Context: an optimization exercise on an open-source flow, tuned for small area, a short achievable clock period and few clock cycles per item. The choices shown serve that exercise and are no tape-out recipe.
Function was checked by simulation only, so behaviour that the tests miss may differ from the original.

==> module ntt_core, before the edit <==
module ntt_core #(
    parameter WIDTH = 24
)(
    input  wire          clk,
    input  wire          rst_n,
    input  wire          start,
    output reg           done,
    output reg  [7:0]    ram_addr_a,
    output reg           ram_we_a,
    output wire [WIDTH-1:0] ram_wdata_a,
    input  wire [WIDTH-1:0] ram_rdata_a,
    output reg  [7:0]    ram_addr_b,
    output reg           ram_we_b,
    output wire [WIDTH-1:0] ram_wdata_b,
    input  wire [WIDTH-1:0] ram_rdata_b
);
    localparam [22:0] Q = 23'd8380417;
    localparam [10:0] LAST    = 11'd1035;    
    localparam [1:0] S_IDLE = 2'd0, S_RUN = 2'd1, S_DONE = 2'd2;
    reg [1:0]  state;
    function [7:0] arr(input [7:0] G, input [1:0] t);
        reg [5:0] n;
        begin
            n = G[5:0];
            case (G[7:6])
                2'd0: arr = {t, n};
                2'd1: arr = {n[5], n[4], t, n[3], n[0], n[2], n[1]};
                2'd2: arr = {n[5], n[4], n[3], n[0], t, n[2], n[1]};
                default: arr = {n[5], n[0], n[4], n[3], n[2], n[1], t};
            endcase
        end
    endfunction
    function [7:0] maddr(input [2:0] s, input [7:0] j);
        begin
            case (s)
                3'd0: maddr = j;
                3'd1: maddr = {j[6], j[0], j[5], j[4], j[3], j[2], j[1], j[7]};
                3'd2: maddr = {j[6], j[0], j[4], j[2], j[3], j[5], j[1], j[7]};
                3'd3: maddr = {j[6], j[0], j[2], j[3], j[4], j[5], j[1], j[7]};
                default: maddr = {j[0], j[1], j[2], j[3], j[4], j[5], j[6], j[7]};
            endcase
        end
    endfunction
    function [7:0] zk1(input [7:0] G);
        reg [7:0] j;
        begin
            j = arr(G, 2'd0);
            case (G[7:6])
                2'd0: zk1 = 8'd1;
                2'd1: zk1 = {5'd0, 1'b1, j[7:6]};
                2'd2: zk1 = {3'd0, 1'b1, j[7:4]};
                default: zk1 = {1'b0, 1'b1, j[7:2]};
            endcase
        end
    endfunction
    reg  [10:0] cx;
    reg  [8:0]  kq0;
    wire [8:0]  kq1   = kq0 - 9'd1;
    wire [8:0]  kq2   = kq0 - 9'd2;
    wire [8:0]  kq3   = kq0 - 9'd3;
    wire        run   = (state == S_RUN);
    wire [1:0]  xph   = run ? cx[1:0] : 2'd1;
    wire [8:0]  xg    = !run ? 9'd0 : (xph == 2'd1) ? kq0 : (xph == 2'd0) ? kq1 : kq3;
    wire [1:0]  tA    = {xph[0], 1'b0};
    wire [1:0]  tB    = {xph[0], 1'b1};
    wire        r4_wr = xph[1] && !kq3[8];
    reg  [7:0]  jA, jB;
    reg  [2:0]  js;
    reg         jwe;
    always @(posedge clk or negedge rst_n) begin
        if (!rst_n) begin
            jwe        <= 1'b0;
            ram_we_a   <= 1'b0;
            ram_we_b   <= 1'b0;
        end else begin
            jwe        <= run && r4_wr;
            ram_we_a   <= jwe && run;
            ram_we_b   <= jwe && run;
        end
    end
    always @(posedge clk) begin
        ram_addr_a <= maddr(js, jA);
        ram_addr_b <= maddr(js, jB);
        jA <= arr(xg[7:0], tA);
        jB <= arr(xg[7:0], tB);
        js <= xph[1] ? {1'b0, kq3[7:6]} + 3'd1 : {1'b0, xg[7:6]};    
    end
    always @(posedge clk or negedge rst_n) begin
        if (!rst_n) begin
            state <= S_IDLE;
            cx    <= 11'd2;
            kq0   <= 9'd0;
            done  <= 1'b0;
        end else begin
            case (state)
                S_IDLE: begin
                    done <= 1'b0;
                    cx   <= 11'd2;
                    kq0  <= 9'd0;
                    if (start) state <= S_RUN;
                end
                S_RUN: begin
                    cx <= cx + 11'd1;
                    if (cx[1:0] == 2'd3) begin
                        kq0 <= kq0 + 9'd1;
                    end
                    if (cx == LAST + 11'd2) begin
                        state <= S_DONE;
                        done  <= 1'b1;
                    end
                end
                default: begin
                    cx   <= 11'd2;
                    kq0  <= 9'd0;
                    if (!start) begin
                        state <= S_IDLE;
                        done  <= 1'b0;
                    end
                end
            endcase
        end
    end
    wire [7:0]  z1k  = zk1(xph[1] ? kq2[7:0] : kq1[7:0]);
    reg  [7:0]  zidx;
    always @(posedge clk) zidx <= xph[1] ? {z1k[6:0], xph[0]} : z1k;
    wire [35:0] zbd;
    g1_rom u_rom (.clk(clk), .k(zidx), .bd(zbd));
    reg [3:0] ph;
    always @(posedge clk or negedge rst_n) begin
        if (!rst_n)
            ph <= 4'b0001;
        else if (state != S_RUN)
            ph <= 4'b0001;
        else
            ph <= {ph[2:0], ph[3]};
    end
    reg [22:0] rA, rB, dB;
    reg [22:0] H3, H0a, H2a, H2b;
    reg [22:0] mop, bu;
    reg [22:0] wdA, wdB;
    assign ram_wdata_a = {1'b0, wdA};
    assign ram_wdata_b = {1'b0, wdB};
    always @(posedge clk) begin
        rA <= ram_rdata_a[22:0];
        rB <= ram_rdata_b[22:0];
        dB <= rB;
        H3 <= wdB;
        if (ph[0]) begin
            H0a <= wdA;
            H2a <= wdB;
            H2b <= H2a;
        end
    end
    always @(posedge clk) begin
        mop <= ({23{ph[3]}} & rA) | ({23{ph[0]}} & dB) |
               ({23{ph[1]}} & wdA) | ({23{ph[2]}} & H3);
        bu  <= ({23{ph[3]}} & dB) | ({23{ph[0]}} & H0a) |
               ({23{ph[1]}} & H2b) | ({23{ph[2]}} & rA);
    end
    wire [22:0] mp;
    mont_mul u_mul (.clk(clk), .a(mop), .bd(zbd), .res(mp));
    wire [22:0] bsum, bdif;
    mod_add #(.WIDTH(23)) u_add (.a(bu), .b(mp), .q(Q), .res(bsum));
    mod_sub #(.WIDTH(23)) u_sub (.a(bu), .b(mp), .q(Q), .res(bdif));
    always @(posedge clk) begin
        wdA <= bsum;
        wdB <= bdif;
    end
endmodule
export LEC_CHECK = 0
export CAP_MARGIN = 20
export CORE_MARGIN = 2
export CORE_UTILIZATION = 40
export PLACE_DENSITY = 0.6
export SLEW_MARGIN = 20
export TNS_END_PERCENT = 10
create_clock -name core_clock -period 10.0 [get_ports {clk}]
standard.sh (not shown) runs the stock make flow with config.mk's settings and CLKGATE_MAP_FILE= SYNTH_SCRIPT=/design/flow/synth_recipe.tcl, a recipe that flattens the netlist after the stock synthesis.
==> flow/flow/run.sh <==
#!/bin/bash
# The standard layout (the standard.sh: standard synthesis, floorplan, place,
# CTS, route, finish), with the repair steps aiming at a setup slack margin of
# 6.5 ns instead of 0, so that they also work on paths shorter than the clock
# period. The constraints (constraint.sdc) are unchanged.
set -euo pipefail
bash standard.sh SETUP_SLACK_MARGIN=6.5 finish > standard.log 2>&1
Testbench counts at the start, summed over its fixed seeds: cycles 24,912, transforms 24.
Then changed:
--- a/flow/design.v
+++ b/flow/design.v
@@ -231,14 +231,11 @@
                 default: zk1 = {1'b0, 1'b1, j[7:2]};
             endcase
         end
     endfunction
     reg  [10:0] cx;
-    reg  [8:0]  kq0;
-    wire [8:0]  kq1   = kq0 - 9'd1;
-    wire [8:0]  kq2   = kq0 - 9'd2;
-    wire [8:0]  kq3   = kq0 - 9'd3;
+    reg  [8:0]  kq0, kq1, kq2, kq3;
     wire        run   = (state == S_RUN);
     wire [1:0]  xph   = run ? cx[1:0] : 2'd1;
     wire [8:0]  xg    = !run ? 9'd0 : (xph == 2'd1) ? kq0 : (xph == 2'd0) ? kq1 : kq3;
     wire [1:0]  tA    = {xph[0], 1'b0};
     wire [1:0]  tB    = {xph[0], 1'b1};
@@ -247,52 +244,66 @@
     reg  [2:0]  js;
     reg         jwe;
     always @(posedge clk or negedge rst_n) begin
         if (!rst_n) begin
             jwe        <= 1'b0;
+            ram_addr_a <= 8'd0;
+            ram_addr_b <= 8'd0;
             ram_we_a   <= 1'b0;
             ram_we_b   <= 1'b0;
         end else begin
             jwe        <= run && r4_wr;
+            ram_addr_a <= maddr(js, jA);
+            ram_addr_b <= maddr(js, jB);
             ram_we_a   <= jwe && run;
             ram_we_b   <= jwe && run;
         end
     end
     always @(posedge clk) begin
-        ram_addr_a <= maddr(js, jA);
-        ram_addr_b <= maddr(js, jB);
         jA <= arr(xg[7:0], tA);
         jB <= arr(xg[7:0], tB);
         js <= xph[1] ? {1'b0, kq3[7:6]} + 3'd1 : {1'b0, xg[7:6]};    
     end
     always @(posedge clk or negedge rst_n) begin
         if (!rst_n) begin
             state <= S_IDLE;
             cx    <= 11'd2;
             kq0   <= 9'd0;
+            kq1   <= 9'h1FF;
+            kq2   <= 9'h1FE;
+            kq3   <= 9'h1FD;
             done  <= 1'b0;
         end else begin
             case (state)
                 S_IDLE: begin
                     done <= 1'b0;
                     cx   <= 11'd2;
                     kq0  <= 9'd0;
+                    kq1  <= 9'h1FF;
+                    kq2  <= 9'h1FE;
+                    kq3  <= 9'h1FD;
                     if (start) state <= S_RUN;
                 end
                 S_RUN: begin
                     cx <= cx + 11'd1;
                     if (cx[1:0] == 2'd3) begin
                         kq0 <= kq0 + 9'd1;
+                        kq1 <= kq1 + 9'd1;
+                        kq2 <= kq2 + 9'd1;
+                        kq3 <= kq3 + 9'd1;
                     end
                     if (cx == LAST + 11'd2) begin
                         state <= S_DONE;
                         done  <= 1'b1;
                     end
                 end
                 default: begin
                     cx   <= 11'd2;
                     kq0  <= 9'd0;
+                    kq1  <= 9'h1FF;
+                    kq2  <= 9'h1FE;
+                    kq3  <= 9'h1FD;
                     if (!start) begin
                         state <= S_IDLE;
                         done  <= 1'b0;
                     end
                 end
@@ -318,22 +329,24 @@
     reg [22:0] mop, bu;
     reg [22:0] wdA, wdB;
     assign ram_wdata_a = {1'b0, wdA};
     assign ram_wdata_b = {1'b0, wdB};
     always @(posedge clk) begin
-        rA <= ram_rdata_a[22:0];
-        rB <= ram_rdata_b[22:0];
-        dB <= rB;
-        H3 <= wdB;
+        if (ph[1] || ph[2]) begin
+            rA <= ram_rdata_a[22:0];
+            rB <= ram_rdata_b[22:0];
+        end
+        if (ph[2]) dB <= rB;
+        if (ph[1]) H3 <= wdB;
         if (ph[0]) begin
             H0a <= wdA;
             H2a <= wdB;
             H2b <= H2a;
         end
     end
     always @(posedge clk) begin
-        mop <= ({23{ph[3]}} & rA) | ({23{ph[0]}} & dB) |
+        mop <= ({23{ph[3]}} & rA) | ({23{ph[0]}} & rB) |
                ({23{ph[1]}} & wdA) | ({23{ph[2]}} & H3);
         bu  <= ({23{ph[3]}} & dB) | ({23{ph[0]}} & H0a) |
                ({23{ph[1]}} & H2b) | ({23{ph[2]}} & rA);
     end
     wire [22:0] mp;
=> Setup slack is worse by 0.38 ns; utilization fell by 0.72 points; via count came out higher slightly; worst hold slack is better by 0.040 ns; cell count grows slightly; final area increases slightly; critical path depth rises by 16; clock-buffer cell count is lower by 6; synthesized cell count grows slightly; wire length goes up slightly.
Testbench counts after the change, summed over its fixed seeds: cycles 24,912, transforms 24.

[re-timing with driven ports]
No port has a modelled driver above. Below, the same layouts with a new extraction and two added sets of constraints. Step 1: set_driving_cell puts a clkbuf_16 on clk and a buf_2 on each other input, an assumption about the parent block. Step 2 moves the port delays by t, midway between the first and last clock arrival at a register: inputs arrive t later, outputs are due t later. That takes back most of the time a late clock gives input paths. Slacks: ideal ports / drivers / drivers and shift; pairs: ideal ports / drivers.
run	shift t [ns]	setup slack, ns	worst hold slack (ns)	cell pins on the clock port's net
the first run	0.708	6.286 / 6.207 / 6.306	0.325 / 0.325 / 0.325	1
the second run	0.715	5.903 / 5.904 / 5.904	0.365 / 0.365 / 0.365	1
After both steps every run listed still meets setup and hold.
